Source: an optimization exercise on an open RTL-to-GDS flow (aim: small area). Production flows keep margins and buffers that such runs may drop. At most, simulation tests tie the RTL to the original design; equivalence was not proved. Power figures rest on the tool's default switching activity, not on a simulated workload.

==> 12-08 <==
Design fpgarx, start of the top module:
module fpgarx
  (
   input             clk,
   input             rst,
   input             cmd_valid,
   input      [7:0]  cmd_byte,
   input      [9:0]  RFIn,
   output     [19:0] i_out,
   output     [19:0] q_out,
   output            out_clk,
   output            sinGen
   );
make LEC_CHECK=0 CAP_MARGIN=20 CORE_MARGIN=2 CORE_UTILIZATION=70 SLEW_MARGIN=20 SYNTH_MEMORY_MAX_BITS=32768 finish   # period 10.0 ns
run.sh (not shown) runs the stock make flow with config.mk's settings and CLKGATE_MAP_FILE= SYNTH_SCRIPT=/design/flow/synth_recipe.tcl, a recipe that flattens the netlist after the stock synthesis.
==> 11-10: changes against 12-08 <==
Settings changed: CTS_BUF_LIST from default to sky130_fd_sc_hd__clkbuf_8.
==> results.txt <==
metric	12-08	11-10
Result of the run	no timing/DRC/antenna violations	no timing/DRC/antenna violations
Post-route core utilization	78.0%	77.3%
End point of the worst hold path	CIC1Cos.R2[59]$_DFF_P_	CIC1Cos.R4[13]$_DFF_P_
Area Growth Syn to Fin	10.3%	9.28%
M3 GR Usage	4.03%	3.62%
Detailed route wirelength on metal2	62,500 um	57,400 um
Met1 Track Usage GR	34.2%	32.9%
Seq pwr share	50.6%	54.4%
Worst min-delay path startpoint	CIC1Cos.R2[60]$_DFF_P_	CIC1Cos.R4[14]$_DFF_P_
Vias/cell	5.36	5.28
Fill cell count	5,978	6,177
Worst slack on hold paths	0.317 ns	0.294 ns
Combinational-cell power consumption	303 uW	295 uW
Internal power component	10.6 mW	9.73 mW
PD cells	173 nW/um2	162 nW/um2
Sum of routed wire segments on met1	52,800 um	51,300 um


==> raven: inputs <==
fpgarx, a different RTL version from the one above (not shown whole).
clock: 10.0 ns
lec_check: 0
cap_margin: 20
core_margin: 2
core_utilization: 80
cts_buf_list: sky130_fd_sc_hd__clkbuf_16
cts_cluster_diameter: 60
cts_cluster_size: 20
slew_margin: 20
synth_memory_max_bits: 32768
==> inputs of indigo, as changes to raven <==
--- a/flow/design.v
+++ b/flow/design.v
@@ -266,15 +266,15 @@
   wire [18:0] rb = {1'b0, t91, t216, t214, t212, t210, t208, t206, t204, t202, t200, t198, t196, t194, t192, t190, t6, t3, 1'b0};
   wire [18:0] q;
   rca #(19) fin (.a(ra), .b(rb), .ci(1'b0), .s(q), .co());
   always @(posedge clk)
   begin
     sa <= s_in & ~(rst | clr);
     ma <= (rst | clr) ? 9'd0 : m_in;
-    qx <= q;           
+    qx <= q ^ {19{sa}};    
     sg <= sa;
   end
 endmodule
 module rca #(parameter W = 8)
   (input  wire [W-1:0] a,
    input  wire [W-1:0] b,
    input  wire         ci,
@@ -288,31 +288,31 @@
     assign c[i+1] = (a[i] & b[i]) | (a[i] & c[i]) | (b[i] & c[i]);
   end endgenerate
   assign co = c[W];
 endmodule
 module nco_sig
   (input  wire       clk,
    input  wire       rst,
-   input  wire [3:0] opP,      
-   input  wire [3:0] opA,      
+   input  wire [6:0] opP,      
+   input  wire [6:0] opA,      
    output wire [9:0] addr,     
    output wire       sin_out);
-  reg [3:0] opB, opC;                
+  reg [6:0] opB, opC;                
   reg [12:0] I0;  reg [18:0] I1;  reg [17:0] I2;  reg [13:0] I3;
   reg [12:0] P0;  reg [18:0] P1;  reg [17:0] P2;  reg [13:0] P3;
   reg ic0, ic1, ic2, pc0, pc1, pc2;
   wire [63:0] yP, yA, yB, yC, rP, rA, rB, rC;
   wire        lP, lA, lB, lC;
   nco_cmd cP (.op(opP), .y(yP), .pr(rP), .ld(lP));
   nco_cmd cA (.op(opA), .y(yA), .pr(rA), .ld(lA));
   nco_cmd cB (.op(opB), .y(yB), .pr(rB), .ld(lB));
   nco_cmd cC (.op(opC), .y(yC), .pr(rC), .ld(lC));
   wire [12:0] i0s;  wire [18:0] i1s;  wire [17:0] i2s;  wire [13:0] i3s;
   wire i0c, i1c, i2c, i3c;
-  rca #(13) ai0 (.a(I0), .b(yP[12:0]),  .ci(1'b0), .s(i0s), .co(i0c));
+  rca #(13) ai0 (.a(I0), .b(yP[12:0]),  .ci(opP[3]), .s(i0s), .co(i0c));    
   rca #(19) ai1 (.a(I1), .b(yA[31:13]), .ci(ic0),  .s(i1s), .co(i1c));
   rca #(18) ai2 (.a(I2), .b(yB[49:32]), .ci(ic1),  .s(i2s), .co(i2c));
   rca #(14) ai3 (.a(I3), .b(yC[63:50]), .ci(ic2),  .s(i3s), .co(i3c));
   wire [63:0] rz = {64{~rst}};
   wire [12:0] i0n = (lP | rst) ? rP[12:0]  & rz[12:0]  : i0s;
   wire [18:0] i1n = (lA | rst) ? rA[31:13] & rz[31:13] : i1s;
   wire [17:0] i2n = (lB | rst) ? rB[49:32] & rz[49:32] : i2s;
@@ -322,55 +322,53 @@
   rca #(13) ap0 (.a(P0), .b(I0), .ci(1'b0), .s(p0n), .co(p0c));
   rca #(19) ap1 (.a(P1), .b(I1), .ci(pc0),  .s(p1n), .co(p1c));
   rca #(18) ap2 (.a(P2), .b(I2), .ci(pc1),  .s(p2n), .co(p2c));
   rca #(14) ap3 (.a(P3), .b(I3), .ci(pc2),  .s(p3n), .co(p3c));
   always @(posedge clk) begin
     I0 <= i0n; I1 <= i1n; I2 <= i2n; I3 <= i3n;
     if (rst) begin
-      opB <= 4'd0; opC <= 4'd0;
+      opB <= 7'd0; opC <= 7'd0;
       P0 <= 13'd0; P1 <= 19'd0; P2 <= 18'd0; P3 <= 14'd0;
       ic0 <= 1'b0; ic1 <= 1'b0; ic2 <= 1'b0;
       pc0 <= 1'b0; pc1 <= 1'b0; pc2 <= 1'b0;
     end else begin
       opB <= opA; opC <= opB;
       ic0 <= i0c & ~lP; ic1 <= i1c & ~lA; ic2 <= i2c & ~lB;
       P0 <= p0n; P1 <= p1n; P2 <= p2n; P3 <= p3n;
       pc0 <= p0c; pc1 <= p1c; pc2 <= p2c;
     end
   end
   assign addr    = P3[13:4];
   assign sin_out = ~p3n[13];
 endmodule
-module nco_cmd (input wire [3:0] op, output wire [63:0] y, output wire [63:0] pr, output wire ld);
+module nco_cmd (input wire [6:0] op, output wire [63:0] y, output wire [63:0] pr, output wire ld);
   localparam [63:0] PA = 64'h02c6a19e88f1cfe2;    
   localparam [63:0] PB = 64'h01aa60f8b8911654;    
   localparam [63:0] PF = 64'h1dc38c076704516d;    
   localparam [63:0] PG = 64'h1d60d923295482c6;    
   localparam [63:0] K1 = 64'h00071b375868d170;    
   localparam [63:0] K2 = 64'h00001436a8cdf6f3;    
   localparam [63:0] K3 = 64'h0000ca22980ba57e;    
-  localparam [63:0] N1 = 64'h0 - K1;
-  localparam [63:0] N2 = 64'h0 - K2;
-  localparam [63:0] N3 = 64'h0 - K3;
-  assign pr = ({64{op == 4'd1}}  & PA) | ({64{op == 4'd2}} & PB) |
-              ({64{op == 4'd3}}  & PF) | ({64{op == 4'd4}} & PG);
-  assign y  = ({64{op == 4'd5}}  & K1) | ({64{op == 4'd6}} & N1) |
-              ({64{op == 4'd7}}  & K2) | ({64{op == 4'd8}} & N2) |
-              ({64{op == 4'd9}}  & K3) | ({64{op == 4'd10}} & N3);
-  assign ld = (op == 4'd1) | (op == 4'd2) | (op == 4'd3) | (op == 4'd4);
+  assign ld = op[6];
+  assign pr = ({64{op[6] & (op[5:4] == 2'd0)}} & PA) | ({64{op[6] & (op[5:4] == 2'd1)}} & PB) |
+              ({64{op[6] & (op[5:4] == 2'd2)}} & PF) | ({64{op[6] & (op[5:4] == 2'd3)}} & PG);
+  assign y  = {64{op[3]}} ^ (({64{op[0]}} & K1) | ({64{op[1]}} & K2) | ({64{op[2]}} & K3));
 endmodule
 module CIC
   (input  wire        clk,
    input  wire        rst,
    input  wire        rst1,      
    input  wire        rst2,      
    input  wire        rst3,      
    input  wire        ld0,       
    input  wire        ld1,       
    input  wire        ld2,       
+   input  wire        jc0,       
+   input  wire        jc1,       
+   input  wire        jc2,       
    input  wire        pass,      
    input  wire        pfirst,    
    input  wire        fsh,       
    input  wire [1:0]  slot,      
    input  wire        zval,      
    input  wire        vcomb,     
    input  wire        oval,      
@@ -378,19 +376,19 @@
    input  wire [18:0] qx,
    input  wire        sg,
    output wire [19:0] d_out);
   localparam W = 59;
   reg  [W-1:0] I1, I2, I3, I4, I5;
   reg  [5:1]   ca1, ca2;           
   reg          e1, e2;             
-  wire [18:0]  qs  = qx ^ {19{sg}};    
+  wire [18:0]  qs  = qx;                
   wire [W-1:0] din = {{19{e2}}, {20{e1}}, qs[18], qs};
   wire [W-1:0] n1, n2, n3, n4, n5;
   wire [5:1]   c0, c1;
-  wire [W-1:0] a5 = I5 & ~{{19{ld2 | rst3}}, {20{ld1 | rst2}}, {20{ld0 | rst1}}};
+  wire [W-1:0] a5 = I5 & ~{{19{jc2}}, {20{jc1}}, {20{jc0}}};
   rca #(20) s10 (.a(I1[19:0]),  .b(din[19:0]),  .ci(sg),     .s(n1[19:0]),  .co(c0[1]));
   rca #(20) s11 (.a(I1[39:20]), .b(din[39:20]), .ci(ca1[1]), .s(n1[39:20]), .co(c1[1]));
   rca #(19) s12 (.a(I1[58:40]), .b(din[58:40]), .ci(ca2[1]), .s(n1[58:40]), .co());
   rca #(20) s20 (.a(I2[19:0]),  .b(I1[19:0]),   .ci(1'b0),   .s(n2[19:0]),  .co(c0[2]));
   rca #(20) s21 (.a(I2[39:20]), .b(I1[39:20]),  .ci(ca1[2]), .s(n2[39:20]), .co(c1[2]));
   rca #(19) s22 (.a(I2[58:40]), .b(I1[58:40]),  .ci(ca2[2]), .s(n2[58:40]), .co());
   rca #(20) s30 (.a(I3[19:0]),  .b(I2[19:0]),   .ci(1'b0),   .s(n3[19:0]),  .co(c0[3]));
@@ -482,37 +480,38 @@
    input      [7:0]  cmd_byte,
    input      [9:0]  RFIn,
    output     [19:0] i_out,
    output     [19:0] q_out,
    output            out_clk,
    output            sinGen
    );
-wire [3:0] opP = ~cmd_valid          ? 4'd0 :
-                 (cmd_byte == 8'd97)  ? 4'd1 :
-                 (cmd_byte == 8'd98)  ? 4'd2 :
-                 (cmd_byte == 8'd102) ? 4'd3 :
-                 (cmd_byte == 8'd103) ? 4'd4 :
-                 (cmd_byte == 8'd109) ? 4'd5 :
-                 (cmd_byte == 8'd110) ? 4'd6 :
-                 (cmd_byte == 8'd112) ? 4'd7 :
-                 (cmd_byte == 8'd111) ? 4'd8 :
-                 (cmd_byte == 8'd104) ? 4'd9 :
-                 (cmd_byte == 8'd113) ? 4'd10 : 4'd0;
+wire [6:0] opP = ~cmd_valid          ? 7'b000_0_000 :
+                 (cmd_byte == 8'd97)  ? 7'b100_0_000 :    
+                 (cmd_byte == 8'd98)  ? 7'b101_0_000 :    
+                 (cmd_byte == 8'd102) ? 7'b110_0_000 :    
+                 (cmd_byte == 8'd103) ? 7'b111_0_000 :    
+                 (cmd_byte == 8'd109) ? 7'b000_0_001 :    
+                 (cmd_byte == 8'd110) ? 7'b000_1_001 :    
+                 (cmd_byte == 8'd112) ? 7'b000_0_010 :    
+                 (cmd_byte == 8'd111) ? 7'b000_1_010 :    
+                 (cmd_byte == 8'd104) ? 7'b000_0_100 :    
+                 (cmd_byte == 8'd113) ? 7'b000_1_100 :    
+                                        7'b000_0_000;
 wire       gsP  = cmd_valid & (cmd_byte[7:2] == 6'b001100);    
-reg  [3:0] opA;
+reg  [6:0] opA;
 reg        gsA;
 reg  [1:0] gA;
 reg  [1:0] CICGain;
 reg        rst1, rst2, rst3;
 always @(posedge clk) begin
   rst1 <= rst;
   rst2 <= rst1;
   rst3 <= rst2;
   if (rst) begin
-    opA <= 4'd0; gsA <= 1'b0; gA <= 2'd0; CICGain <= 2'd0;
+    opA <= 7'd0; gsA <= 1'b0; gA <= 2'd0; CICGain <= 2'd0;
   end else begin
     opA <= opP; gsA <= gsP; gA <= cmd_byte[1:0];
     if (gsA) CICGain <= gA;
   end
 end
 wire [9:0] addr;
 nco_sig ncoGen (.clk(clk), .rst(rst), .opP(opP), .opA(opA), .addr(addr), .sin_out(sinGen));
@@ -527,17 +526,24 @@
 Multiplier MixerI (.clk(clk), .rst(rst), .clr(rst1), .s_in(sinS), .m_in(sinM), .b(regb), .qx(qxI), .sg(sgI));
 Multiplier MixerQ (.clk(clk), .rst(rst), .clr(rst1), .s_in(cosS), .m_in(cosM), .b(regb), .qx(qxQ), .sg(sgQ));
 reg [7:0] count;
 reg       run;           
 reg [4:0] val;           
 reg       d_clk_tmp, d_clk;
 reg [1:0] slot;          
-wire ld0    = (count == 8'd255);
-wire ld1    = (count == 8'd0);
-wire ld2    = (count == 8'd1);
+reg  ld0, ld1, ld2;      
+reg  jc0, jc1, jc2;      
+always @(posedge clk) begin
+  ld0 <= ~rst & (count == 8'd254);
+  ld1 <= ~rst & ld0;
+  ld2 <= ~rst & ld1;
+  jc0 <= (~rst & (count == 8'd254)) | rst;
+  jc1 <= (~rst & ld0) | rst1;
+  jc2 <= (~rst & ld1) | rst2;
+end
 wire pass   = run & (count <= 8'd58);
 wire fsh    = run & (count >= 8'd45) & (count <= 8'd58);
 wire pend   = run & (count == 8'd58);
 wire vcomb  = run & ld1;
 always @(posedge clk)
   if (rst) begin
     count <= 8'd0; run <= 1'b0; val <= 5'd0; d_clk_tmp <= 1'b0; d_clk <= 1'b0; slot <= 2'd0;
@@ -550,15 +556,15 @@
     end else if (count == 8'd128)
       d_clk_tmp <= 1'b0;
     if (pend) begin
       val <= {1'b1, val[4:1]};
       slot <= slot + 2'd1;
     end
   end
-CIC CIC1Sin (.clk(clk), .rst(rst), .rst1(rst1), .rst2(rst2), .rst3(rst3), .ld0(ld0), .ld1(ld1), .ld2(ld2),
+CIC CIC1Sin (.clk(clk), .rst(rst), .rst1(rst1), .rst2(rst2), .rst3(rst3), .ld0(ld0), .ld1(ld1), .ld2(ld2), .jc0(jc0), .jc1(jc1), .jc2(jc2),
              .pass(pass), .pfirst(ld1), .fsh(fsh), .slot(slot), .zval(val[4]), .vcomb(vcomb), .oval(val[0]),
              .gain(CICGain), .qx(qxI), .sg(sgI), .d_out(i_out));
-CIC CIC1Cos (.clk(clk), .rst(rst), .rst1(rst1), .rst2(rst2), .rst3(rst3), .ld0(ld0), .ld1(ld1), .ld2(ld2),
+CIC CIC1Cos (.clk(clk), .rst(rst), .rst1(rst1), .rst2(rst2), .rst3(rst3), .ld0(ld0), .ld1(ld1), .ld2(ld2), .jc0(jc0), .jc1(jc1), .jc2(jc2),
              .pass(pass), .pfirst(ld1), .fsh(fsh), .slot(slot), .zval(val[4]), .vcomb(vcomb), .oval(val[0]),
              .gain(CICGain), .qx(qxQ), .sg(sgQ), .d_out(q_out));
 assign out_clk = d_clk;
 endmodule
Settings changed: CORE_UTILIZATION 80 to 70, CTS_CLUSTER_DIAMETER 60 to 100, CTS_CLUSTER_SIZE 20 to 30.
==> inputs of nickel, as changes to raven <==
--- a/flow/design.v
+++ b/flow/design.v
@@ -263,20 +263,22 @@
   wire t216 = t187 ^ t89 ^ t90;
   wire t217 = (t187 & t89) | (t187 & t90) | (t89 & t90);
   wire [18:0] ra = {1'b1, t217, t215, t213, t211, t209, t207, t205, t203, t201, t199, t197, t195, t193, t191, t189, t188, t2, t1};
   wire [18:0] rb = {1'b0, t91, t216, t214, t212, t210, t208, t206, t204, t202, t200, t198, t196, t194, t192, t190, t6, t3, 1'b0};
   wire [18:0] q;
   rca #(19) fin (.a(ra), .b(rb), .ci(1'b0), .s(q), .co());
   always @(posedge clk)
-  begin
-    sa <= s_in & ~(rst | clr);
-    ma <= (rst | clr) ? 9'd0 : m_in;
-    qx <= q;           
-    sg <= sa;
-  end
+    if (rst) begin
+      sa <= 1'b0; ma <= 9'd0; qx <= 19'd0; sg <= 1'b0;
+    end else begin
+      sa <= s_in & ~clr;
+      ma <= clr ? 9'd0 : m_in;
+      qx <= q;
+      sg <= sa;
+    end
 endmodule
 module rca #(parameter W = 8)
   (input  wire [W-1:0] a,
    input  wire [W-1:0] b,
    input  wire         ci,
    output wire [W-1:0] s,
    output wire         co);
@@ -308,39 +310,38 @@
   nco_cmd cC (.op(opC), .y(yC), .pr(rC), .ld(lC));
   wire [12:0] i0s;  wire [18:0] i1s;  wire [17:0] i2s;  wire [13:0] i3s;
   wire i0c, i1c, i2c, i3c;
   rca #(13) ai0 (.a(I0), .b(yP[12:0]),  .ci(1'b0), .s(i0s), .co(i0c));
   rca #(19) ai1 (.a(I1), .b(yA[31:13]), .ci(ic0),  .s(i1s), .co(i1c));
   rca #(18) ai2 (.a(I2), .b(yB[49:32]), .ci(ic1),  .s(i2s), .co(i2c));
   rca #(14) ai3 (.a(I3), .b(yC[63:50]), .ci(ic2),  .s(i3s), .co(i3c));
-  wire [63:0] rz = {64{~rst}};
-  wire [12:0] i0n = (lP | rst) ? rP[12:0]  & rz[12:0]  : i0s;
-  wire [18:0] i1n = (lA | rst) ? rA[31:13] & rz[31:13] : i1s;
-  wire [17:0] i2n = (lB | rst) ? rB[49:32] & rz[49:32] : i2s;
-  wire [13:0] i3n = (lC | rst) ? rC[63:50] & rz[63:50] : i3s;
+  wire [12:0] i0n = lP ? rP[12:0]  : i0s;
+  wire [18:0] i1n = lA ? rA[31:13] : i1s;
+  wire [17:0] i2n = lB ? rB[49:32] : i2s;
+  wire [13:0] i3n = lC ? rC[63:50] : i3s;
   wire [12:0] p0n;  wire [18:0] p1n;  wire [17:0] p2n;  wire [13:0] p3n;
   wire p0c, p1c, p2c, p3c;
   rca #(13) ap0 (.a(P0), .b(I0), .ci(1'b0), .s(p0n), .co(p0c));
   rca #(19) ap1 (.a(P1), .b(I1), .ci(pc0),  .s(p1n), .co(p1c));
   rca #(18) ap2 (.a(P2), .b(I2), .ci(pc1),  .s(p2n), .co(p2c));
   rca #(14) ap3 (.a(P3), .b(I3), .ci(pc2),  .s(p3n), .co(p3c));
-  always @(posedge clk) begin
-    I0 <= i0n; I1 <= i1n; I2 <= i2n; I3 <= i3n;
+  always @(posedge clk)
     if (rst) begin
       opB <= 4'd0; opC <= 4'd0;
+      I0 <= 13'd0; I1 <= 19'd0; I2 <= 18'd0; I3 <= 14'd0;
       P0 <= 13'd0; P1 <= 19'd0; P2 <= 18'd0; P3 <= 14'd0;
       ic0 <= 1'b0; ic1 <= 1'b0; ic2 <= 1'b0;
       pc0 <= 1'b0; pc1 <= 1'b0; pc2 <= 1'b0;
     end else begin
       opB <= opA; opC <= opB;
+      I0 <= i0n; I1 <= i1n; I2 <= i2n; I3 <= i3n;
       ic0 <= i0c & ~lP; ic1 <= i1c & ~lA; ic2 <= i2c & ~lB;
       P0 <= p0n; P1 <= p1n; P2 <= p2n; P3 <= p3n;
       pc0 <= p0c; pc1 <= p1c; pc2 <= p2c;
     end
-  end
   assign addr    = P3[13:4];
   assign sin_out = ~p3n[13];
 endmodule
 module nco_cmd (input wire [3:0] op, output wire [63:0] y, output wire [63:0] pr, output wire ld);
   localparam [63:0] PA = 64'h02c6a19e88f1cfe2;    
   localparam [63:0] PB = 64'h01aa60f8b8911654;    
   localparam [63:0] PF = 64'h1dc38c076704516d;    
@@ -359,15 +360,14 @@
   assign ld = (op == 4'd1) | (op == 4'd2) | (op == 4'd3) | (op == 4'd4);
 endmodule
 module CIC
   (input  wire        clk,
    input  wire        rst,
    input  wire        rst1,      
    input  wire        rst2,      
-   input  wire        rst3,      
    input  wire        ld0,       
    input  wire        ld1,       
    input  wire        ld2,       
    input  wire        pass,      
    input  wire        pfirst,    
    input  wire        fsh,       
    input  wire [1:0]  slot,      
@@ -382,15 +382,15 @@
   reg  [W-1:0] I1, I2, I3, I4, I5;
   reg  [5:1]   ca1, ca2;           
   reg          e1, e2;             
   wire [18:0]  qs  = qx ^ {19{sg}};    
   wire [W-1:0] din = {{19{e2}}, {20{e1}}, qs[18], qs};
   wire [W-1:0] n1, n2, n3, n4, n5;
   wire [5:1]   c0, c1;
-  wire [W-1:0] a5 = I5 & ~{{19{ld2 | rst3}}, {20{ld1 | rst2}}, {20{ld0 | rst1}}};
+  wire [W-1:0] a5 = I5 & ~{{19{ld2}}, {20{ld1}}, {20{ld0}}};
   rca #(20) s10 (.a(I1[19:0]),  .b(din[19:0]),  .ci(sg),     .s(n1[19:0]),  .co(c0[1]));
   rca #(20) s11 (.a(I1[39:20]), .b(din[39:20]), .ci(ca1[1]), .s(n1[39:20]), .co(c1[1]));
   rca #(19) s12 (.a(I1[58:40]), .b(din[58:40]), .ci(ca2[1]), .s(n1[58:40]), .co());
   rca #(20) s20 (.a(I2[19:0]),  .b(I1[19:0]),   .ci(1'b0),   .s(n2[19:0]),  .co(c0[2]));
   rca #(20) s21 (.a(I2[39:20]), .b(I1[39:20]),  .ci(ca1[2]), .s(n2[39:20]), .co(c1[2]));
   rca #(19) s22 (.a(I2[58:40]), .b(I1[58:40]),  .ci(ca2[2]), .s(n2[58:40]), .co());
   rca #(20) s30 (.a(I3[19:0]),  .b(I2[19:0]),   .ci(1'b0),   .s(n3[19:0]),  .co(c0[3]));
@@ -399,42 +399,44 @@
   rca #(20) s40 (.a(I4[19:0]),  .b(I3[19:0]),   .ci(1'b0),   .s(n4[19:0]),  .co(c0[4]));
   rca #(20) s41 (.a(I4[39:20]), .b(I3[39:20]),  .ci(ca1[4]), .s(n4[39:20]), .co(c1[4]));
   rca #(19) s42 (.a(I4[58:40]), .b(I3[58:40]),  .ci(ca2[4]), .s(n4[58:40]), .co());
   rca #(20) s50 (.a(a5[19:0]),  .b(I4[19:0]),   .ci(1'b0),   .s(n5[19:0]),  .co(c0[5]));
   rca #(20) s51 (.a(a5[39:20]), .b(I4[39:20]),  .ci(ca1[5]), .s(n5[39:20]), .co(c1[5]));
   rca #(19) s52 (.a(a5[58:40]), .b(I4[58:40]),  .ci(ca2[5]), .s(n5[58:40]), .co());
   always @(posedge clk) begin
-    I5 <= n5;
     e1 <= qs[18]; e2 <= e1;
     ca1 <= c0; ca2 <= c1;
-    if (rst | rst1) I1[19:0] <= 20'd0; else I1[19:0] <= n1[19:0];
-    if (rst1 | rst2) I1[39:20] <= 20'd0; else I1[39:20] <= n1[39:20];
-    if (rst2 | rst3) I1[58:40] <= 19'd0; else I1[58:40] <= n1[58:40];
     if (rst) begin
-      I2[19:0] <= 20'd0; I3[19:0] <= 20'd0; I4[19:0] <= 20'd0;
+      I1[19:0] <= 20'd0; I2[19:0] <= 20'd0; I3[19:0] <= 20'd0; I4[19:0] <= 20'd0; I5[19:0] <= 20'd0;
     end else begin
-      I2[19:0] <= n2[19:0]; I3[19:0] <= n3[19:0]; I4[19:0] <= n4[19:0];
+      I1[19:0] <= n1[19:0]; I2[19:0] <= n2[19:0]; I3[19:0] <= n3[19:0]; I4[19:0] <= n4[19:0]; I5[19:0] <= n5[19:0];
     end
     if (rst1) begin
-      I2[39:20] <= 20'd0; I3[39:20] <= 20'd0; I4[39:20] <= 20'd0;
+      I1[39:20] <= 20'd0; I2[39:20] <= 20'd0; I3[39:20] <= 20'd0; I4[39:20] <= 20'd0; I5[39:20] <= 20'd0;
     end else begin
-      I2[39:20] <= n2[39:20]; I3[39:20] <= n3[39:20]; I4[39:20] <= n4[39:20];
+      I1[39:20] <= n1[39:20]; I2[39:20] <= n2[39:20]; I3[39:20] <= n3[39:20]; I4[39:20] <= n4[39:20]; I5[39:20] <= n5[39:20];
     end
     if (rst2) begin
-      I2[58:40] <= 19'd0; I3[58:40] <= 19'd0; I4[58:40] <= 19'd0;
+      I1[58:40] <= 19'd0; I2[58:40] <= 19'd0; I3[58:40] <= 19'd0; I4[58:40] <= 19'd0; I5[58:40] <= 19'd0;
     end else begin
-      I2[58:40] <= n2[58:40]; I3[58:40] <= n3[58:40]; I4[58:40] <= n4[58:40];
+      I1[58:40] <= n1[58:40]; I2[58:40] <= n2[58:40]; I3[58:40] <= n3[58:40]; I4[58:40] <= n4[58:40]; I5[58:40] <= n5[58:40];
     end
   end
   reg [56:0] C;
-  wire [56:0] cl = {{19{ld2}} & I5[58:40], 38'd0} |
-                   {18'd0, {20{ld1}} & I5[39:20], 19'd0} |
-                   {37'd0, {20{ld0}} & I5[19:0]};
+  integer p;
   always @(posedge clk)
-    C <= {1'b0, C[56:1]} | cl;
+    for (p = 0; p < 57; p = p + 1)
+      if (ld0 && p < 20)
+        C[p] <= I5[p];
+      else if (ld1 && p >= 19 && p < 39)
+        C[p] <= I5[p + 1];
+      else if (ld2 && p >= 38)
+        C[p] <= I5[p + 2];
+      else
+        C[p] <= (p == 56) ? 1'b0 : C[p + 1];
   reg [63:0] R1, R2, R3, R4;
   reg        b1, b2, b3, b4;       
   wire d1 = C[0];
   wire z1 = R1[0] & zval, z2 = R2[0] & zval, z3 = R3[0] & zval, z4 = R4[0] & zval;
   wire k1 = pfirst | b1, k2 = pfirst | b2, k3 = pfirst | b3, k4 = pfirst | b4;
   wire d2 = d1 ^ ~z1 ^ k1;
   wire d3 = d2 ^ ~z2 ^ k2;
@@ -464,18 +466,18 @@
   end
   reg [13:0] O;
   wire [15:0] Fx = {S[13], S[13], S[13:0]};    
   wire [12:0] sel = (gain == 2'd0) ? Fx[15:3] :
                     (gain == 2'd1) ? Fx[14:2] :
                     (gain == 2'd2) ? Fx[13:1] : Fx[12:0];
   always @(posedge clk)
-    if (rst | (vcomb & ~oval))
+    if (rst)
       O <= 14'd0;
     else if (vcomb)
-      O <= {S[13], sel};
+      O <= oval ? {S[13], sel} : 14'd0;
   assign d_out = {{6{O[13]}}, O};
 endmodule
 module fpgarx
   (
    input             clk,
    input             rst,
    input             cmd_valid,
@@ -498,34 +500,33 @@
                  (cmd_byte == 8'd104) ? 4'd9 :
                  (cmd_byte == 8'd113) ? 4'd10 : 4'd0;
 wire       gsP  = cmd_valid & (cmd_byte[7:2] == 6'b001100);    
 reg  [3:0] opA;
 reg        gsA;
 reg  [1:0] gA;
 reg  [1:0] CICGain;
-reg        rst1, rst2, rst3;
+reg        rst1, rst2;
 always @(posedge clk) begin
   rst1 <= rst;
   rst2 <= rst1;
-  rst3 <= rst2;
   if (rst) begin
     opA <= 4'd0; gsA <= 1'b0; gA <= 2'd0; CICGain <= 2'd0;
   end else begin
     opA <= opP; gsA <= gsP; gA <= cmd_byte[1:0];
     if (gsA) CICGain <= gA;
   end
 end
 wire [9:0] addr;
 nco_sig ncoGen (.clk(clk), .rst(rst), .opP(opP), .opA(opA), .addr(addr), .sin_out(sinGen));
 wire       sinS, cosS;
 wire [8:0] sinM, cosM;
 SinCos SinCos1 (.Theta(addr), .SinSign(sinS), .SinMag(sinM), .CosSign(cosS), .CosMag(cosM));
 reg signed [9:0] regb;
 always @(posedge clk)
-  regb <= RFIn;        
+  if (rst) regb <= 10'd0; else regb <= RFIn;
 wire [18:0] qxI, qxQ;
 wire        sgI, sgQ;
 Multiplier MixerI (.clk(clk), .rst(rst), .clr(rst1), .s_in(sinS), .m_in(sinM), .b(regb), .qx(qxI), .sg(sgI));
 Multiplier MixerQ (.clk(clk), .rst(rst), .clr(rst1), .s_in(cosS), .m_in(cosM), .b(regb), .qx(qxQ), .sg(sgQ));
 reg [7:0] count;
 reg       run;           
 reg [4:0] val;           
@@ -550,15 +551,15 @@
     end else if (count == 8'd128)
       d_clk_tmp <= 1'b0;
     if (pend) begin
       val <= {1'b1, val[4:1]};
       slot <= slot + 2'd1;
     end
   end
-CIC CIC1Sin (.clk(clk), .rst(rst), .rst1(rst1), .rst2(rst2), .rst3(rst3), .ld0(ld0), .ld1(ld1), .ld2(ld2),
+CIC CIC1Sin (.clk(clk), .rst(rst), .rst1(rst1), .rst2(rst2), .ld0(ld0), .ld1(ld1), .ld2(ld2),
              .pass(pass), .pfirst(ld1), .fsh(fsh), .slot(slot), .zval(val[4]), .vcomb(vcomb), .oval(val[0]),
              .gain(CICGain), .qx(qxI), .sg(sgI), .d_out(i_out));
-CIC CIC1Cos (.clk(clk), .rst(rst), .rst1(rst1), .rst2(rst2), .rst3(rst3), .ld0(ld0), .ld1(ld1), .ld2(ld2),
+CIC CIC1Cos (.clk(clk), .rst(rst), .rst1(rst1), .rst2(rst2), .ld0(ld0), .ld1(ld1), .ld2(ld2),
              .pass(pass), .pfirst(ld1), .fsh(fsh), .slot(slot), .zval(val[4]), .vcomb(vcomb), .oval(val[0]),
              .gain(CICGain), .qx(qxQ), .sg(sgQ), .d_out(q_out));
 assign out_clk = d_clk;
 endmodule
Settings changed: CORE_UTILIZATION 80 to 75, CTS_CLUSTER_DIAMETER 60 to 100, CTS_CLUSTER_SIZE 20 to 30.
==> results.txt <==
- Of indigo and nickel, nickel has the higher non-clock buffer count (gap 19).
- Against indigo, the register-to-register slack of raven is worse by 0.25 ns.
- Wire length: raven > nickel > indigo.
- Of indigo and raven, raven has the higher power (gap 14%, measured against raven).
- Setup slack: indigo > nickel > raven.
- Critical path depth: nickel is higher than raven (1).
- Of raven and nickel, raven has the higher global-route usage (gap 7.6 points).
- Between indigo and raven, the lower sequential share of layout area is in raven (gap 1.4 points).
- In indigo the synthesized area is smaller than in raven, by about 0.35%.
==> figures <==
                                                                          raven          indigo         nickel
Result of the run                              no timing/DRC/antenna violations  no timing/DRC/antenna violations  no timing/DRC/antenna violations
Die Span Y                                                               290 µm          309 µm         303 µm
Endpoint with the worst hold slack                               CIC1Cos.R3[20]  CIC1Sin.R1[33]  CIC1Sin.Q[22]
RSZ-0062 raised after global routing                                          -           false          false
Maximum VDD drop                                                     0.000203 V      0.000126 V     0.000246 V
Total power draw                                                        13.6 mW         11.7 mW        12.0 mW
Clock network share of area                                              0.0453          0.0289         0.0274
Ratio of layout area to synthesized area                                 1.076x          1.056x         1.055x
Met3 Use GR                                                              0.0469          0.0307         0.0302
Post-detailed-route wirelength per cell                                 22.7 µm         15.5 µm        17.1 µm
Met1 wire length                                                        52.5 mm         46.2 mm        48.9 mm
Multi-input gate area in the final layout                             29500 µm²       29100 µm²      30800 µm²
Fraction of standard cell area in multi-input logic                       0.419           0.422          0.436
Synthesized-area fraction occupied by ao, oa, aoi and oai cells          0.0463          0.0408         0.0317
Post-Synth XOR/XNOR Area                                                 0.0119          0.0134         0.0116
Largest net degree at the start of global routing                           152              87            247
Die X                                                                    290 µm          309 µm         303 µm
Wire length reported by the detailed router                              142 mm         95.6 mm         109 mm
Number of global-route vias before repair                                 39.6k           33.3k          35.8k
Post-synthesis sequential area ratio                                      0.515           0.521          0.505
No functional check of the RTL was part of raven and nickel.

-- re-timing with driven ports --
Ports are ideal in the flow. The routed layouts listed here were re-timed in OpenROAD.
Step 1 sets driving cells, clkbuf_16 on the clock port and buf_2 on the other inputs (assumed; they add their load-dependent delay and slew).
Step 2 adds t to the input delays and takes it off the output delays; t is the mean of the earliest and latest rising clock arrival at the registers after step 1. Input paths then give back, and output paths get back, about the clock's delay inside the block.
Three values: ideal ports, drivers, drivers and shift; two values: the first two.
run	shift t [ns]	slack for setup (ns)	hold WS [ns]	worst data-port slew with drivers (ns)
12-08	0.837	0.343 / 0.343 / 0.343	0.317 / 0.317 / 0.317	0.06
11-10	0.959	0.356 / 0.356 / 0.356	0.294 / 0.294 / 0.294	0.07
raven	0.788	0.199 / 0.199 / -0.324	0.280 / 0.280 / 0.280	0.05
indigo	0.727	0.446 / 0.446 / 0.446	0.325 / 0.325 / 0.325	0.04
nickel	0.732	0.415 / 0.415 / 0.275	0.325 / 0.325 / 0.325	0.08
Met with ideal ports but missed after step 2: setup timing in raven. For raven, which loses most, drivers alone change the setup slack by 0.000 ns; drivers and shift together by -0.523 ns.
